Background: an optimization exercise with open tools, aiming at small area, a short achievable clock period and few clock cycles per item. Do not read the settings as production practice. Function was checked by simulation only, so behaviour that the tests miss may differ from the original. Power and IR drop assume default switching activity.

==> inputs of v14 <==
==> flow/design.v <==
module sorting_top #(
    parameter N = 8,
    parameter L = 4
)(
    input wire clk,
    input wire rst,
    input wire Rd,
    input wire WrInit,
    input wire [L-1:0] RAddr,
    input wire [N-1:0] DataIn,
    input wire start,
    output wire [N-1:0] DataOut,
    output wire done
);
    localparam K = 16;
    reg [N-1:0] r [0:K-1];    
    reg [L-1:0] o;            
    reg [N-1:0] rdat;         
    reg         busy;
    reg         done_r;
    wire go  = start & ~busy;
    wire wr  = WrInit & ~start & ~busy;
    wire rot = go | busy;     
    function automatic gt8(input [N-1:0] a, input [N-1:0] b);
        integer n;
        reg c;
        begin
            c = 1'b0;
            for (n = 0; n < N; n = n + 1)
                c = (a[n] & ~b[n]) | ((a[n] | ~b[n]) & c);
            gt8 = c;
        end
    endfunction
    wire [K/2-1:0] sw;
    genvar j, b;
    generate
        for (j = 0; j < K/2; j = j + 1) begin : g_ce
            assign sw[j] = rot && (o != 2*j+1) && gt8(r[2*j], r[2*j+1]);
        end
    endgenerate
    wire [N-1:0] nx [0:K-1];
    generate
        for (j = 0; j < K; j = j + 1) begin : g_slot
            wire ws = wr && RAddr == j;                  
            if (j % 2 == 1) begin : g_lo                  
                wire s_l = ~rst & rot & ~sw[j/2];          
                wire s_d = ~rst & ws;                      
                wire s_h = ~rst & ~s_l & ~ws;              
                for (b = 0; b < N; b = b + 1) begin : g_b
                    ao222 u_ao (.a(s_l), .x(r[j-1][b]), .c(s_d), .y(DataIn[b]),
                                .e(s_h), .z(r[j][b]), .q(nx[j][b]));
                end
            end else begin : g_hi                          
                wire s_2 = ~rst & rot & sw[((j+K-2)%K)/2];   
                wire s_1 = ~rst & rot & ~sw[((j+K-2)%K)/2];  
                wire s_d = ~rst & ws;
                wire s_h = ~rst & ~rot & ~ws;
                for (b = 0; b < N; b = b + 1) begin : g_b
                    ao2222 u_ao (.a(s_2), .w(r[(j+K-2)%K][b]), .c(s_1), .x(r[(j+K-1)%K][b]),
                                 .e(s_d), .y(DataIn[b]), .g(s_h), .z(r[j][b]), .q(nx[j][b]));
                end
            end
        end
    endgenerate
    wire [K-1:0] rhot;
    wire [N-1:0] rsel;
    generate
        for (j = 0; j < K; j = j + 1) begin : g_rhot
            assign rhot[j] = ~wr && RAddr == j;
        end
        for (b = 0; b < N; b = b + 1) begin : g_rmux
            wire [K-1:0] col;
            for (j = 0; j < K; j = j + 1) begin : g_col
                assign col[j] = r[j][b];
            end
            ao17 u_rm (.s({wr, rhot}), .d({DataIn[b], col}), .q(rsel[b]));
        end
    endgenerate
    integer i;
    always @(posedge clk) begin
        for (i = 0; i < K; i = i + 1)
            r[i] <= nx[i];
    end
    always @(posedge clk) begin
        rdat <= rsel;
        if (rst || !rot) o <= {L{1'b0}};
        else             o <= o + 1'b1;
        if (rst) begin
            busy <= 1'b0;
            done_r <= 1'b0;
        end else if (go) begin
            busy <= 1'b1;
            done_r <= 1'b0;
        end else if (busy && o == 4'd15) begin
            busy <= 1'b0;
            done_r <= 1'b1;
        end
    end
    assign DataOut = Rd ? rdat : {N{1'b0}};
    assign done = done_r;
endmodule
module ao222 (
    input wire a, x, c, y, e, z,
    output wire q
);
    assign q = (a & x) | (c & y) | (e & z);
endmodule
module ao2222 (
    input wire a, w, c, x, e, y, g, z,
    output wire q
);
    assign q = (a & w) | (c & x) | (e & y) | (g & z);
endmodule
module ao17 (
    input wire [16:0] s,
    input wire [16:0] d,
    output wire q
);
    assign q = |(s & d);
endmodule
==> flow/flow/run.sh <==
#!/bin/bash
# The standard layout (the standard.sh, standard synthesis unchanged),
# with clock tree synthesis told not to add dummy load cells.
set -euo pipefail
CTS="-sink_clustering_enable -repair_clock_nets -dont_use_dummy_load"
CTS="$CTS -buf_list sky130_fd_sc_hd__clkbuf_8 -sink_clustering_size 20 -sink_clustering_max_diameter 60"
bash standard.sh "CTS_ARGS=$CTS" finish > standard_finish.log 2>&1
==> flow/standard.sh <==
#!/bin/bash
# synth_recipe.tcl (not shown) runs the flow's synth.tcl, then flattens the netlist and writes it again
# the make line also repeats each setting of config.mk as NAME=value (left out here)
make -C /OpenROAD-flow-scripts/flow DESIGN_CONFIG=/design/flow/config.mk WORK_HOME=/design/flow/orfs CLKGATE_MAP_FILE= SYNTH_SCRIPT=/design/flow/synth_recipe.tcl "${@:-finish}"
==> flow/config.mk <==
export PLATFORM = sky130hd
export DESIGN_NAME = sorting_top
export DESIGN_NICKNAME = sorting_top
export VERILOG_FILES = /design/flow/design.v
export SDC_FILE = /design/flow/constraint.sdc
export NUM_CORES = 4
export LEC_CHECK = 0
export CAP_MARGIN = 20
export CORE_MARGIN = 2
export CORE_UTILIZATION = 40
export CTS_BUF_LIST = sky130_fd_sc_hd__clkbuf_8
export CTS_CLUSTER_DIAMETER = 60
export CTS_CLUSTER_SIZE = 20
export SETUP_SLACK_MARGIN = 2.5
export SLEW_MARGIN = 20
export SYNTH_HIERARCHICAL = 1
export SYNTH_MINIMUM_KEEP_SIZE = 0
==> flow/constraint.sdc <==
create_clock -name core_clock -period 5.0 [get_ports {clk}]
set_input_delay 1.0000 -clock core_clock [delete_from_list [all_inputs] [get_ports {clk}]]
set_output_delay 1.0000 -clock core_clock [all_outputs]
set_load 0.01 [all_outputs]
==> v11 (differences from v14) <==
==> flow/design.v (replaced) <==
module sorting_top #(
    parameter N = 8,
    parameter L = 4
)(
    input wire clk,
    input wire rst,
    input wire Rd,
    input wire WrInit,
    input wire [L-1:0] RAddr,
    input wire [N-1:0] DataIn,
    input wire start,
    output wire [N-1:0] DataOut,
    output wire done
);
    localparam K = 16;
    reg [N-1:0] r [0:K-1];    
    reg [L-1:0] o;            
    reg [L-1:0] rp;           
    reg         busy;
    reg [3:0]   cnt;
    reg         done_r;
    wire idle = ~busy | done_r;
    wire go   = start & idle;
    wire wr   = WrInit & ~start & idle;
    wire run  = busy | go;
    wire [L-1:0] o1 = o + 1'b1;             
    wire [L-1:0] wp = RAddr + o1;           
    function automatic gt8(input [N-1:0] a, input [N-1:0] b);
        integer n;
        reg c;
        begin
            c = 1'b0;
            for (n = 0; n < N; n = n + 1)
                c = (a[n] & ~b[n]) | ((a[n] | ~b[n]) & c);
            gt8 = c;
        end
    endfunction
    wire [K/2-1:0] sw;
    genvar j;
    generate
        for (j = 0; j < K/2; j = j + 1) begin : g_ce
            assign sw[j] = run && (o != 2*j+1) && gt8(r[2*j], r[2*j+1]);
        end
    endgenerate
    integer i;
    always @(posedge clk) begin
        for (i = 0; i < K; i = i + 1) begin
            if (rst)
                r[i] <= {N{1'b0}};
            else if (wr && wp == i[L-1:0])
                r[i] <= DataIn;
            else if (i % 2 == 1)            
                r[i] <= sw[i/2] ? r[i] : r[i-1];
            else                            
                r[i] <= sw[((i+K-2)%K)/2] ? r[(i+K-2)%K] : r[(i+K-1)%K];
        end
    end
    always @(posedge clk) begin
        rp <= RAddr + o1;
        if (rst) o <= {L{1'b0}};
        else     o <= o1;
        if (rst) begin
            busy <= 1'b0;
            cnt <= 4'd0;
            done_r <= 1'b0;
        end else if (go) begin
            busy <= 1'b1;
            cnt <= 4'd0;
            done_r <= 1'b0;
        end else if (busy) begin
            cnt <= cnt + 4'd1;
            if (cnt == 4'd13) done_r <= 1'b1;
            if (cnt == 4'd14) busy <= 1'b0;
        end
    end
    assign DataOut = Rd ? r[rp] : {N{1'b0}};
    assign done = done_r;
endmodule
==> flow/run.sh (new file) <==
#!/bin/bash
# synth_recipe.tcl (not shown) runs the flow's synth.tcl, then flattens the netlist and writes it again
# the make line also repeats each setting of config.mk as NAME=value (left out here)
make -C /OpenROAD-flow-scripts/flow DESIGN_CONFIG=/design/flow/config.mk WORK_HOME=/design/flow/orfs CLKGATE_MAP_FILE= SYNTH_SCRIPT=/design/flow/synth_recipe.tcl finish
==> flow/config.mk (replaced) <==
export PLATFORM = sky130hd
export DESIGN_NAME = sorting_top
export DESIGN_NICKNAME = sorting_top
export VERILOG_FILES = /design/flow/design.v
export SDC_FILE = /design/flow/constraint.sdc
export NUM_CORES = 4
export LEC_CHECK = 0
export CAP_MARGIN = 20
export CORE_MARGIN = 2
export CORE_UTILIZATION = 40
export SETUP_SLACK_MARGIN = 2.0
export SLEW_MARGIN = 20
removed: flow/flow/run.sh
removed: flow/standard.sh
==> qor summary <==
|  | v14 | v11 |
|---|---|---|
| Status | complete, no violations | complete, no violations |
| Worst IR Drop VDD | 155 µV | 305 µV |
| WHS | 0.477 ns | 0.499 ns |
| Worst reg2reg path startpoint | r[2][0] | o[1] |
| Pre-CTS setup slack | 1.15 ns | 1.12 ns |
| Count of vias placed by the detailed router | 7944 | 8791 |
| Clock buffer instance count of the final layout | 17 | 20 |
| Post-CTS setup buffers | 7 | 30 |
| Relative contribution of combinational cells to total power | 11.8% | 28.8% |
| Endpoint of the most critical setup path | r[2][7] | DataOut[4] |
| R2R Setup Slk | 2.60 ns | 2.30 ns |
| Net Switching | 587 µW | 1250 µW |
| WHS Endpoint | o[0] | done_r |
| Post-Layout Cell Count | 1150 | 1463 |
| Power Total | 2100 µW | 3780 µW |
| Hold path depth | 1 | 2 |
| Portion of the clock cycle consumed by the worst path in the final layout | 49.5% | 63.9% |
| Seq pwr | 1160 µW | 1280 µW |
| Setup slack of the critical path after layout | 2.53 ns | 1.80 ns |
Testbench counts of v14, summed over its fixed seeds: cycles 4,616, sorts 96.
Testbench counts of v11, summed over its fixed seeds: cycles 4,520, sorts 96.

separate check: timing with driven ports:
In the flow no input, the clock included, has a driving cell. The finished layouts below were timed again as built, in two steps. Step 1, drivers: a clkbuf_16 drives clk and a buf_2 each remaining input, both assumed. Step 2 also shifts input and output timing later by t, the mid clock arrival at the registers, as if the neighbouring blocks saw the same clock. Three values: ideal ports, drivers, drivers and shift; two values: the first two.
run | t (ns) | setup WS [ns] | worst register clock-pin slew, ns
v14 | 0.490 | 2.527 / 2.550 / 2.060 | 0.09 / 0.09
v11 | 0.485 | 1.804 / 1.759 / 1.560 | 0.07 / 0.07
After both steps setup and hold are still met in every run listed. The setup slack of v14, which loses most, moves by +0.023 ns with the drivers and by -0.467 ns with both steps.
